Source: an optimization exercise on an open RTL-to-GDS flow (aim: small area). Production flows keep margins and buffers that such runs may drop. No functional check of the RTL was part of any run shown here.

## flow/design.v (module list and top-level ports; edited modules follow where they fit)
// module cordic_sin_cos: 2232 lines
// module cordic_dds: 173 lines
module cordic_dds (
  input             clk,
  input             rst_n,
  input             cfg_vld,
  input      [31:0] cfg_freq_word,
  input      [31:0] cfg_phase_word,
  output reg        sig_vld_o,
  output     [15:0] sin_o,
  output     [15:0] cos_o
);
  // ...
==> flow/flow/run.sh <==
#!/bin/bash
# Layout flow: the standard ORFS flow (standard.sh), with these changes:
#  - clock tree synthesis uses clkbuf_4 buffers in clusters of at most 10 sinks within
#    50 um, and inserts no dummy loads;
#  - the port buffers are buf_1 cells.
# Everything else (floorplan, power grid, tap cells, placement, routing, repair) is the
# standard flow. The full output of the ORFS run goes to standard.log in this work
# folder, and each ORFS step keeps its own log under orfs/logs/.
set -o pipefail
bash standard.sh \
  SYNTH_ARGS=-noabc \
  "CTS_ARGS=-sink_clustering_enable -repair_clock_nets -dont_use_dummy_load -buf_list sky130_fd_sc_hd__clkbuf_4 -sink_clustering_size 10 -sink_clustering_max_diameter 50" \
  "BUFFER_PORTS_ARGS=-buffer_cell sky130_fd_sc_hd__buf_1" \
  finish > standard.log 2>&1
==> flow/standard.sh <==
#!/bin/bash
# synth_recipe.tcl (not shown) runs the flow's synth.tcl, then flattens the netlist and writes it again
# the make line also repeats each setting of config.mk as NAME=value (left out here)
make -C /OpenROAD-flow-scripts/flow DESIGN_CONFIG=/design/flow/config.mk WORK_HOME=/design/flow/orfs CLKGATE_MAP_FILE= SYNTH_SCRIPT=/design/flow/synth_recipe.tcl "${@:-finish}"
==> flow/config.mk <==
export PLATFORM = sky130hd
export DESIGN_NAME = cordic_dds
export DESIGN_NICKNAME = cordic_dds
export VERILOG_FILES = /design/flow/design.v
export SDC_FILE = /design/flow/constraint.sdc
export NUM_CORES = 4
export LEC_CHECK = 0
export ABC_AREA = 1
export CAP_MARGIN = 20
export CORE_MARGIN = 2
export CORE_UTILIZATION = 65
export SLEW_MARGIN = 20
==> flow/constraint.sdc <==
create_clock -name core_clock -period 5.0 [get_ports {clk}]
set_input_delay 1.0000 -clock core_clock [delete_from_list [all_inputs] [get_ports {clk}]]
set_output_delay 1.0000 -clock core_clock [all_outputs]
set_load 0.01 [all_outputs]
==> results.py, run 1 <==
metrics = {
    "worst_setup_path": {
        "r2r_slack_ps": 100,
        "crit_start": "u_cordic.z_2[0]",
        "crit_family": "adder cells",
        "regToRegEndpoint": "u_cordic.z_3[13]",
    },
    "clock_network": {
        "clock_path_buffers": 3,
        "clock_sinks": 746,
        "cts_resized": 13,
    },
    "route": {
        "wl_met1_um": 29800,
        "num_vias": 22700,
    },
    "worst_hold_path": {
        "min_path_type": "reg2reg",
    },
    "yosys": {
        "synthAdderAreaFrac": 0.226,
        "netlist_top_cells_count": "dfxtp_1, nand2_1, xor2_1",
        "synth_area_leaders": "dfxtp_1, fa_1, xor2_1",
    },
    "global_routing": {
        "grt_use_total": 0.269,
        "grt_use_met1": 0.318,
    },
    "status": {
        "status": "timing/DRC/antenna clean",
    },
    "place": {
        "numPortBuffers": 99,
        "dp_cells": 4210,
        "postPlaceCellArea_sq_mm": 0.0377,
        "dp_hpwl_um": 59800,
    },
    "die": {
        "die-area_sq_mm": 0.0579,
        "fp.dieW_um": 241,
        "core_area_sq_mm": 0.0552,
    },
    "finish": {
        "fillers": 3990,
    },
    "sta": {
        "maxSlewHeadroom": 0.359,
    },
}
==> inputs of run 2 (changes only) <==
--- a/flow/design.v
+++ b/flow/design.v
@@ -544,112 +544,46 @@
   assign zn_11_p1[1] = zn_11_p1[0] & zn_11_s1[0];
   assign zn_11_p1[2] = zn_11_p1[1] & zn_11_s1[1];
   assign zn_11[8:7] = zn_11_s1 ^ zn_11_p1[1:0];
   reg [8:0] z_11;
   reg zp_11;
   always @(posedge clk) zp_11 <= ~zn_11[8];
   reg d_11_r12;
   always @(posedge clk) begin z_11 <= zn_11[8:0]; d_11_r12 <= z_10[9]; end
-  wire [7:0] zn_12;
-  wire [7:0] zn_12_k0;
-  wire [6:0] zn_12_s0;
-  assign zn_12_k0[0] = zp_11;
-  assign zn_12_s0[0] = z_11[0] ^ z_11[8] ^ zn_12_k0[0];
-  assign zn_12_k0[1] = (z_11[0] & z_11[8]) | (zn_12_k0[0] & (z_11[0] ^ z_11[8]));
-  assign zn_12_s0[1] = z_11[1] ^ zp_11 ^ zn_12_k0[1];
-  assign zn_12_k0[2] = (z_11[1] & zp_11) | (zn_12_k0[1] & (z_11[1] ^ zp_11));
-  assign zn_12_s0[2] = z_11[2] ^ zp_11 ^ zn_12_k0[2];
-  assign zn_12_k0[3] = (z_11[2] & zp_11) | (zn_12_k0[2] & (z_11[2] ^ zp_11));
-  assign zn_12_s0[3] = z_11[3] ^ zp_11 ^ zn_12_k0[3];
-  assign zn_12_k0[4] = (z_11[3] & zp_11) | (zn_12_k0[3] & (z_11[3] ^ zp_11));
-  assign zn_12_s0[4] = z_11[4] ^ z_11[8] ^ zn_12_k0[4];
-  assign zn_12_k0[5] = (z_11[4] & z_11[8]) | (zn_12_k0[4] & (z_11[4] ^ z_11[8]));
-  assign zn_12_s0[5] = z_11[5] ^ zp_11 ^ zn_12_k0[5];
-  assign zn_12_k0[6] = (z_11[5] & zp_11) | (zn_12_k0[5] & (z_11[5] ^ zp_11));
-  assign zn_12_s0[6] = z_11[6] ^ z_11[8] ^ zn_12_k0[6];
-  assign zn_12_k0[7] = (z_11[6] & z_11[8]) | (zn_12_k0[6] & (z_11[6] ^ z_11[8]));
-  assign zn_12[6:0] = zn_12_s0;
-  wire zn_12_c0 = zn_12_k0[7];
-  wire [1:0] zn_12_k1;
-  wire [0:0] zn_12_s1;
-  assign zn_12_k1[0] = 1'b0;
-  assign zn_12_s1[0] = z_11[7] ^ zp_11 ^ zn_12_k1[0];
-  assign zn_12_k1[1] = (z_11[7] & zp_11) | (zn_12_k1[0] & (z_11[7] ^ zp_11));
-  wire [1:0] zn_12_p1;
-  assign zn_12_p1[0] = zn_12_c0;
-  assign zn_12_p1[1] = zn_12_p1[0] & zn_12_s1[0];
-  assign zn_12[7:7] = zn_12_s1 ^ zn_12_p1[0:0];
-  reg [7:0] z_12;
-  reg zp_12;
-  always @(posedge clk) zp_12 <= ~zn_12[7];
   reg d_12_r13;
-  always @(posedge clk) begin z_12 <= zn_12[7:0]; d_12_r13 <= z_11[8]; end
-  wire [6:0] zn_13;
-  wire [7:0] zn_13_k0;
-  wire [6:0] zn_13_s0;
-  assign zn_13_k0[0] = zp_12;
-  assign zn_13_s0[0] = z_12[0] ^ z_12[7] ^ zn_13_k0[0];
-  assign zn_13_k0[1] = (z_12[0] & z_12[7]) | (zn_13_k0[0] & (z_12[0] ^ z_12[7]));
-  assign zn_13_s0[1] = z_12[1] ^ zp_12 ^ zn_13_k0[1];
-  assign zn_13_k0[2] = (z_12[1] & zp_12) | (zn_13_k0[1] & (z_12[1] ^ zp_12));
-  assign zn_13_s0[2] = z_12[2] ^ zp_12 ^ zn_13_k0[2];
-  assign zn_13_k0[3] = (z_12[2] & zp_12) | (zn_13_k0[2] & (z_12[2] ^ zp_12));
-  assign zn_13_s0[3] = z_12[3] ^ z_12[7] ^ zn_13_k0[3];
-  assign zn_13_k0[4] = (z_12[3] & z_12[7]) | (zn_13_k0[3] & (z_12[3] ^ z_12[7]));
-  assign zn_13_s0[4] = z_12[4] ^ zp_12 ^ zn_13_k0[4];
-  assign zn_13_k0[5] = (z_12[4] & zp_12) | (zn_13_k0[4] & (z_12[4] ^ zp_12));
-  assign zn_13_s0[5] = z_12[5] ^ z_12[7] ^ zn_13_k0[5];
-  assign zn_13_k0[6] = (z_12[5] & z_12[7]) | (zn_13_k0[5] & (z_12[5] ^ z_12[7]));
-  assign zn_13_s0[6] = z_12[6] ^ zp_12 ^ zn_13_k0[6];
-  assign zn_13_k0[7] = (z_12[6] & zp_12) | (zn_13_k0[6] & (z_12[6] ^ zp_12));
-  assign zn_13[6:0] = zn_13_s0;
-  reg [6:1] z_13;
-  reg zp_13;
-  always @(posedge clk) zp_13 <= ~zn_13[6];
+  always @(posedge clk) d_12_r13 <= z_11[8];
+  reg d_13_r13;
+  always @(posedge clk) d_13_r13 <= (z_11[8] ? (z_11[7] ? (z_11[6] ? 1'b0 : (z_11[5] ? (z_11[4] ? 1'b0 : (z_11[3] ? (z_11[2] ? (z_11[1] ? (z_11[0] ? 1'b0 : 1'b1) : 1'b1) : 1'b1) : 1'b1)) : 1'b1)) : 1'b1) : (z_11[7] ? 1'b0 : (z_11[6] ? (z_11[5] ? 1'b0 : (z_11[4] ? (z_11[3] ? 1'b0 : (z_11[2] ? 1'b0 : (z_11[1] ? 1'b0 : (z_11[0] ? 1'b0 : 1'b1)))) : 1'b1)) : 1'b1)));
   reg d_13_r14;
-  always @(posedge clk) begin z_13 <= zn_13[6:1]; d_13_r14 <= z_12[7]; end
-  wire [4:0] zn_14;
-  wire [5:0] zn_14_k0;
-  wire [4:0] zn_14_s0;
-  assign zn_14_k0[0] = zp_13;
-  assign zn_14_s0[0] = z_13[1] ^ zp_13 ^ zn_14_k0[0];
-  assign zn_14_k0[1] = (z_13[1] & zp_13) | (zn_14_k0[0] & (z_13[1] ^ zp_13));
-  assign zn_14_s0[1] = z_13[2] ^ z_13[6] ^ zn_14_k0[1];
-  assign zn_14_k0[2] = (z_13[2] & z_13[6]) | (zn_14_k0[1] & (z_13[2] ^ z_13[6]));
-  assign zn_14_s0[2] = z_13[3] ^ zp_13 ^ zn_14_k0[2];
-  assign zn_14_k0[3] = (z_13[3] & zp_13) | (zn_14_k0[2] & (z_13[3] ^ zp_13));
-  assign zn_14_s0[3] = z_13[4] ^ z_13[6] ^ zn_14_k0[3];
-  assign zn_14_k0[4] = (z_13[4] & z_13[6]) | (zn_14_k0[3] & (z_13[4] ^ z_13[6]));
-  assign zn_14_s0[4] = z_13[5] ^ zp_13 ^ zn_14_k0[4];
-  assign zn_14_k0[5] = (z_13[5] & zp_13) | (zn_14_k0[4] & (z_13[5] ^ zp_13));
-  assign zn_14[4:0] = zn_14_s0;
-  reg [5:1] z_14;
-  reg zp_14;
-  always @(posedge clk) zp_14 <= ~zn_14[4];
+  always @(posedge clk) d_13_r14 <= d_13_r13;
+  reg d_14_r13;
+  always @(posedge clk) d_14_r13 <= (z_11[8] ? (z_11[7] ? (z_11[6] ? (z_11[5] ? 1'b0 : (z_11[4] ? (z_11[3] ? 1'b0 : 1'b1) : 1'b1)) : (z_11[5] ? (z_11[4] ? 1'b1 : (z_11[3] ? (z_11[2] ? (z_11[1] ? (z_11[0] ? 1'b1 : 1'b0) : 1'b0) : 1'b0) : 1'b0)) : (z_11[4] ? 1'b0 : (z_11[3] ? 1'b0 : (z_11[2] ? (z_11[1] ? 1'b0 : 1'b1) : 1'b1))))) : 1'b1) : (z_11[7] ? 1'b0 : (z_11[6] ? (z_11[5] ? (z_11[4] ? (z_11[3] ? (z_11[2] ? 1'b0 : (z_11[1] ? 1'b0 : 1'b1)) : 1'b1) : 1'b1) : (z_11[4] ? (z_11[3] ? 1'b1 : (z_11[2] ? 1'b1 : (z_11[1] ? 1'b1 : (z_11[0] ? 1'b1 : 1'b0)))) : 1'b0)) : (z_11[5] ? (z_11[4] ? 1'b0 : (z_11[3] ? 1'b0 : 1'b1)) : 1'b1))));
+  reg d_14_r14;
+  always @(posedge clk) d_14_r14 <= d_14_r13;
   reg d_14_r15;
-  always @(posedge clk) begin z_14 <= zn_14[4:0]; d_14_r15 <= z_13[6]; end
-  wire [3:0] zn_15;
-  wire [4:0] zn_15_k0;
-  wire [3:0] zn_15_s0;
-  assign zn_15_k0[0] = zp_14;
-  assign zn_15_s0[0] = z_14[1] ^ z_14[5] ^ zn_15_k0[0];
-  assign zn_15_k0[1] = (z_14[1] & z_14[5]) | (zn_15_k0[0] & (z_14[1] ^ z_14[5]));
-  assign zn_15_s0[1] = z_14[2] ^ zp_14 ^ zn_15_k0[1];
-  assign zn_15_k0[2] = (z_14[2] & zp_14) | (zn_15_k0[1] & (z_14[2] ^ zp_14));
-  assign zn_15_s0[2] = z_14[3] ^ z_14[5] ^ zn_15_k0[2];
-  assign zn_15_k0[3] = (z_14[3] & z_14[5]) | (zn_15_k0[2] & (z_14[3] ^ z_14[5]));
-  assign zn_15_s0[3] = z_14[4] ^ zp_14 ^ zn_15_k0[3];
-  assign zn_15_k0[4] = (z_14[4] & zp_14) | (zn_15_k0[3] & (z_14[4] ^ zp_14));
-  assign zn_15[3:0] = zn_15_s0;
-  reg [4:4] z_15;
+  always @(posedge clk) d_14_r15 <= d_14_r14;
+  reg d_15_r13;
+  always @(posedge clk) d_15_r13 <= (z_11[8] ? (z_11[7] ? (z_11[6] ? (z_11[5] ? (z_11[4] ? 1'b0 : (z_11[3] ? (z_11[2] ? 1'b0 : 1'b1) : 1'b1)) : (z_11[4] ? (z_11[3] ? 1'b1 : 1'b0) : (z_11[3] ? 1'b0 : (z_11[2] ? 1'b0 : 1'b1)))) : (z_11[5] ? (z_11[4] ? 1'b1 : (z_11[3] ? (z_11[2] ? (z_11[1] ? (z_11[0] ? 1'b1 : 1'b0) : 1'b0) : 1'b0) : 1'b0)) : (z_11[4] ? (z_11[3] ? (z_11[2] ? 1'b0 : (z_11[1] ? 1'b0 : 1'b1)) : 1'b1) : (z_11[3] ? 1'b1 : (z_11[2] ? (z_11[1] ? 1'b1 : 1'b0) : 1'b0))))) : (z_11[6] ? (z_11[5] ? (z_11[4] ? (z_11[3] ? 1'b0 : (z_11[2] ? 1'b0 : (z_11[1] ? 1'b0 : 1'b1))) : 1'b1) : 1'b1) : 1'b1)) : (z_11[7] ? (z_11[6] ? 1'b0 : (z_11[5] ? 1'b0 : (z_11[4] ? 1'b0 : (z_11[3] ? (z_11[2] ? (z_11[1] ? 1'b0 : 1'b1) : 1'b1) : 1'b1)))) : (z_11[6] ? (z_11[5] ? (z_11[4] ? (z_11[3] ? (z_11[2] ? 1'b1 : (z_11[1] ? 1'b1 : 1'b0)) : 1'b0) : (z_11[3] ? 1'b0 : (z_11[2] ? (z_11[1] ? 1'b0 : 1'b1) : 1'b1))) : (z_11[4] ? (z_11[3] ? 1'b1 : (z_11[2] ? 1'b1 : (z_11[1] ? 1'b1 : (z_11[0] ? 1'b1 : 1'b0)))) : 1'b0)) : (z_11[5] ? (z_11[4] ? (z_11[3] ? (z_11[2] ? 1'b0 : 1'b1) : 1'b1) : (z_11[3] ? 1'b1 : 1'b0)) : (z_11[4] ? (z_11[3] ? 1'b0 : (z_11[2] ? 1'b0 : 1'b1)) : 1'b1)))));
+  reg d_15_r14;
+  always @(posedge clk) d_15_r14 <= d_15_r13;
+  reg d_15_r15;
+  always @(posedge clk) d_15_r15 <= d_15_r14;
   reg d_15_r16;
-  always @(posedge clk) begin z_15 <= zn_15[3:3]; d_15_r16 <= z_14[5]; end
+  always @(posedge clk) d_15_r16 <= d_15_r15;
+  reg d_16_r13;
+  always @(posedge clk) d_16_r13 <= (z_11[8] ? (z_11[7] ? (z_11[6] ? (z_11[5] ? (z_11[4] ? (z_11[3] ? 1'b0 : (z_11[2] ? (z_11[1] ? 1'b0 : 1'b1) : 1'b1)) : (z_11[3] ? (z_11[2] ? 1'b1 : 1'b0) : (z_11[2] ? 1'b0 : (z_11[1] ? 1'b0 : 1'b1)))) : (z_11[4] ? (z_11[3] ? 1'b1 : 1'b0) : (z_11[3] ? (z_11[2] ? (z_11[1] ? 1'b0 : 1'b1) : 1'b1) : (z_11[2] ? 1'b1 : 1'b0)))) : (z_11[5] ? (z_11[4] ? (z_11[3] ? (z_11[2] ? 1'b0 : (z_11[1] ? 1'b0 : 1'b1)) : 1'b1) : (z_11[3] ? (z_11[2] ? (z_11[1] ? (z_11[0] ? 1'b1 : 1'b0) : 1'b0) : 1'b0) : (z_11[2] ? 1'b0 : 1'b1))) : (z_11[4] ? (z_11[3] ? (z_11[2] ? 1'b1 : (z_11[1] ? 1'b1 : 1'b0)) : 1'b0) : (z_11[3] ? 1'b1 : (z_11[2] ? (z_11[1] ? 1'b1 : 1'b0) : 1'b0))))) : (z_11[6] ? (z_11[5] ? (z_11[4] ? (z_11[3] ? (z_11[2] ? 1'b0 : 1'b1) : (z_11[2] ? 1'b1 : (z_11[1] ? 1'b1 : 1'b0))) : (z_11[3] ? 1'b0 : 1'b1)) : 1'b1) : 1'b1)) : (z_11[7] ? (z_11[6] ? 1'b0 : (z_11[5] ? 1'b0 : (z_11[4] ? (z_11[3] ? 1'b0 : 1'b1) : (z_11[3] ? (z_11[2] ? (z_11[1] ? 1'b1 : 1'b0) : 1'b0) : (z_11[2] ? 1'b0 : 1'b1))))) : (z_11[6] ? (z_11[5] ? (z_11[4] ? (z_11[3] ? (z_11[2] ? 1'b1 : (z_11[1] ? 1'b1 : 1'b0)) : 1'b0) : (z_11[3] ? 1'b1 : (z_11[2] ? (z_11[1] ? 1'b1 : 1'b0) : 1'b0))) : (z_11[4] ? (z_11[3] ? (z_11[2] ? 1'b0 : 1'b1) : (z_11[2] ? 1'b1 : (z_11[1] ? 1'b1 : (z_11[0] ? 1'b1 : 1'b0)))) : (z_11[3] ? 1'b0 : (z_11[2] ? (z_11[1] ? 1'b0 : 1'b1) : 1'b1)))) : (z_11[5] ? (z_11[4] ? (z_11[3] ? (z_11[2] ? 1'b1 : 1'b0) : (z_11[2] ? 1'b0 : (z_11[1] ? 1'b0 : 1'b1))) : (z_11[3] ? 1'b1 : 1'b0)) : (z_11[4] ? (z_11[3] ? (z_11[2] ? (z_11[1] ? 1'b0 : 1'b1) : 1'b1) : (z_11[2] ? 1'b1 : 1'b0)) : (z_11[3] ? (z_11[2] ? 1'b0 : (z_11[1] ? 1'b0 : 1'b1)) : 1'b1))))));
+  reg d_16_r14;
+  always @(posedge clk) d_16_r14 <= d_16_r13;
+  reg d_16_r15;
+  always @(posedge clk) d_16_r15 <= d_16_r14;
+  reg d_16_r16;
+  always @(posedge clk) d_16_r16 <= d_16_r15;
   reg d_16_r17;
-  always @(posedge clk) d_16_r17 <= z_15[4];
+  always @(posedge clk) d_16_r17 <= d_16_r16;
   reg s_r2;
   always @(posedge clk) s_r2 <= s_r1;
   reg s_r3;
   always @(posedge clk) s_r3 <= s_r2;
   reg s_r4;
   always @(posedge clk) s_r4 <= s_r3;
   reg s_r5;
   always @(posedge clk) s_r5 <= s_r4;
==> flow/config.mk (replaced) <==
export PLATFORM = sky130hd
export DESIGN_NAME = cordic_dds
export DESIGN_NICKNAME = cordic_dds
export VERILOG_FILES = /design/flow/design.v
export SDC_FILE = /design/flow/constraint.sdc
export NUM_CORES = 4
export LEC_CHECK = 0
export ABC_AREA = 1
export CAP_MARGIN = 20
export CORE_MARGIN = 2
export CORE_UTILIZATION = 60
export SLEW_MARGIN = 20
==> results.py, run 2 <==
metrics = {
    "status": {
        "status": "timing/DRC/antenna clean",
    },
    "yosys": {
        "synth_area_sq_mm": 0.0359,
        "synth_flop_cell": "dfxtp_1",
        "yosysWarnings": 2,
        "yosysTopAreaCellShare": 0.369,
        "synth.avg_cell_area_sq_um": 10.6,
        "ys_ff_latch": 732,
        "synth_cell_type_count": 67,
        "synth_edf_count": 0,
        "synthCells": 3384,
        "synth_area_leaders": "dfxtp_1, fa_1, xor2_1",
        "async_flop_share": 0.0956,
        "netlist_top_cells_count": "dfxtp_1, nand2_1, xor2_1",
        "synth_most_common_cell": "dfxtp_1",
        "synth_top_area_cell": "dfxtp_1",
        "syn_nets": 3912,
        "synth_seq_area_share": 0.419,
    },
    "sta": {
        "period_needed_ps": 4850,
        "drv_slew": 0,
        "fin_setup_tns_ps": 0,
        "fin_ws_ps": 153,
        "setup_viol": 0,
        "fmax_mhz": 206,
        "hold_viol_final": 0,
        "final_min_period_over_clock_period": 0.969,
        "clock_skew_ps": 106,
        "maxSlewHeadroom": 0.330,
        "rsz0062_at_grt": "no",
        "tightest_slew_ps": 1010,
    },
    "clock_network": {
        "clock_path_buffers": 3,
        "clock_sinks": 732,
        "cts_buffers": 91,
        "worstSkewPairLatency_ps": 880,
        "clockRootBuffer": "clkbuf_4",
        "cts_max_level": 3,
        "cts_tree": "done",
        "clk_pin_slew_ps": 100,
    },
    "worst_setup_path": {
        "critPathMaxFanout": 2,
        "worstPathCellList": "fa_1, fa_1, fa_2, fa_2, fa_2, fa_1, fa_2, ha_1, ha_1, ha_1, ha_1, ha_1, ha_1, xor2_1",
        "start_kind": "flip-flop",
        "rr_worst_depth": 14,
        "critPathArrivalTime_ps": 5580,
        "endpoint": "u_cordic.z_5[13]",
        "regToRegEndpoint": "u_cordic.z_5[13]",
        "required_ps": 5730,
        "crit_cells": 14,
        "crit_type": "reg2reg",
        "crit_family": "adder cells",
        "cpMaxStageDelayCell": "fa_1",
        "crit_start": "u_cordic.zp_4",
        "crit_path_end_kind": "flip-flop",
        "r2r_slack_ps": 150,
        "r2r_start": "u_cordic.zp_4",
        "cp_num_buf_inv": 0,
        "crit_top_cell": "ha_1",
        "max_stage_delay_ps": 470,
    },
    "run": {
        "maxCapViolCount": 0,
    },
    "global_routing": {
        "grt_overflow": 0,
        "antenna_found_initial": 2,
        "top_usage_layer": "met2",
        "grt_max_degree": 67,
        "grt_use_total": 0.245,
        "use_met3": 0.0395,
        "grt_use_met1": 0.289,
        "first_global_vias": 24100,
        "use_met2": 0.447,
        "grt_pass1_wl_um": 121000,
    },
    "die": {
        "start_util": 0.608,
        "die-area_sq_mm": 0.0618,
        "core_area_sq_mm": 0.0590,
        "rows": 89,
        "fp.dieH_um": 249,
        "io_pins": 100,
        "fp.dieW_um": 249,
    },
    "route": {
        "via_per_inst": 5.23,
        "drc": 0,
        "wl_per_cell_um": 17.2,
        "wl_um": 74200,
        "drtIter0Drc": 1076,
        "drtAntennaViolNets": 0,
        "num_vias": 22600,
        "drtPass1Iterations": 6,
    },
    "place": {
        "numPortBuffers": 99,
        "preCtsSetupSlack_ps": -136,
        "gp_congestion": 0.954,
        "postPlaceCellArea_sq_mm": 0.0373,
        "dp_hpwl_um": 59300,
    },
    "finish": {
        "fin_nets": 4074,
        "final_common_cell": "dfxtp_1",
        "reg_top3": "add_freq_wd x32, phase_accum x32",
        "syn_to_final_growth_pct": 6.03,
        "final_area_sq_mm": 0.0380,
        "drive_gt1_frac": 0.111,
        "layout_common_cells": "dfxtp_1, nand2_1, xor2_1, inv_1, fa_1",
    },
    "worst_hold_path": {
        "min_path_type": "reg2reg",
    },
}
==> run 2: cell type report <==
cell class	instances	area [sq um]
clock buffer	91	683
inverter	308	1160
timing repair buffer	148	767
fill	4745	21000
antenna	2	5.00
sequential	732	15000
tap	773	967
multi-input combinational	2265	19400
==> run 2: how the worst min path moves through the flow <==
stage,from,end,slack (ps),cells after the start
after floorplan,u_cordic.d_13_r13,u_cordic.d_13_r14,310,0
after global placement,u_cordic.d_16_r14,u_cordic.d_16_r15,310,0
after detailed placement,u_cordic.d_1_r3,u_cordic.d_1_r4,310,0
after CTS,rst_n,phase_accum[20],240,1
after global routing,u_cordic.d_2_r5,u_cordic.d_2_r6,240,0
final,u_cordic.d_2_r5,u_cordic.d_2_r6,240,0
==> run 2: repair_timing <==
action                     CTS  global route
pin swaps                    4            12
resized for setup           11            25
hold endpoints to repair     0             0
setup endpoints to repair   10            24
setup buffers                0             1
hold buffers                 0             0
==> run 2: through the flow <==
step | utilization | instances | hold slack (ps)
after floorplan | - | 3384 | 310
after global placement | 0.631 | 4225 | 310
after detailed placement | 0.631 | 4225 | 312
after CTS | 0.643 | 4316 | 239
after global routing | 0.645 | 4319 | 244
final | 0.645 | 4319 | 240
==> run 2: layer usage <==
metal | wire [um] | vias to the layer above
met5 | 0 | -
met4 | 2190 | 0
met3 | 3240 | 131
met2 | 38300 | 465
met1 | 30500 | 10900
li1 | - | 11100
==> run 2: cells by family (layout without fill, tap and decap cells) <==
| family | count (synthesis) | in the layout | synth area share |
|---|---|---|---|
| other cells | 0 | 2 | 0 |
| simple gates | 836 | 836 | 0.103 |
| xor+xnor | 555 | 555 | 0.136 |
| buf+inv | 387 | 547 | 0.0430 |
| compound gates | 338 | 338 | 0.0572 |
| fa+ha+maj | 461 | 461 | 0.219 |
| mux | 75 | 75 | 0.0234 |
| flops | 732 | 732 | 0.419 |

==> separate check: timing with driven ports <==
No port has a modelled driver above. Below, the same layouts with a new extraction and two added sets of constraints.
Step 1 assumes that a clkbuf_16 drives the clock port and a buf_2 every other input.
Step 2, shift: input delay + t, output delay - t, t = (earliest + latest rising clock arrival at the registers) / 2. This alone moves slack from input paths to output paths.
Three values: ideal, step 1, step 2; two values: the first two.
run	t (ns)	setup slack, ns	worst setup path after step 2	worst register clock-pin slew, ns	pins driven straight from the clock port
run 1	0.865	0.100 / 0.100 / 0.100	register to register	0.12 / 0.12	1
run 2	0.885	0.153 / 0.153 / 0.153	register to register	0.11 / 0.11	1
After both steps setup and hold are still met in every run listed.
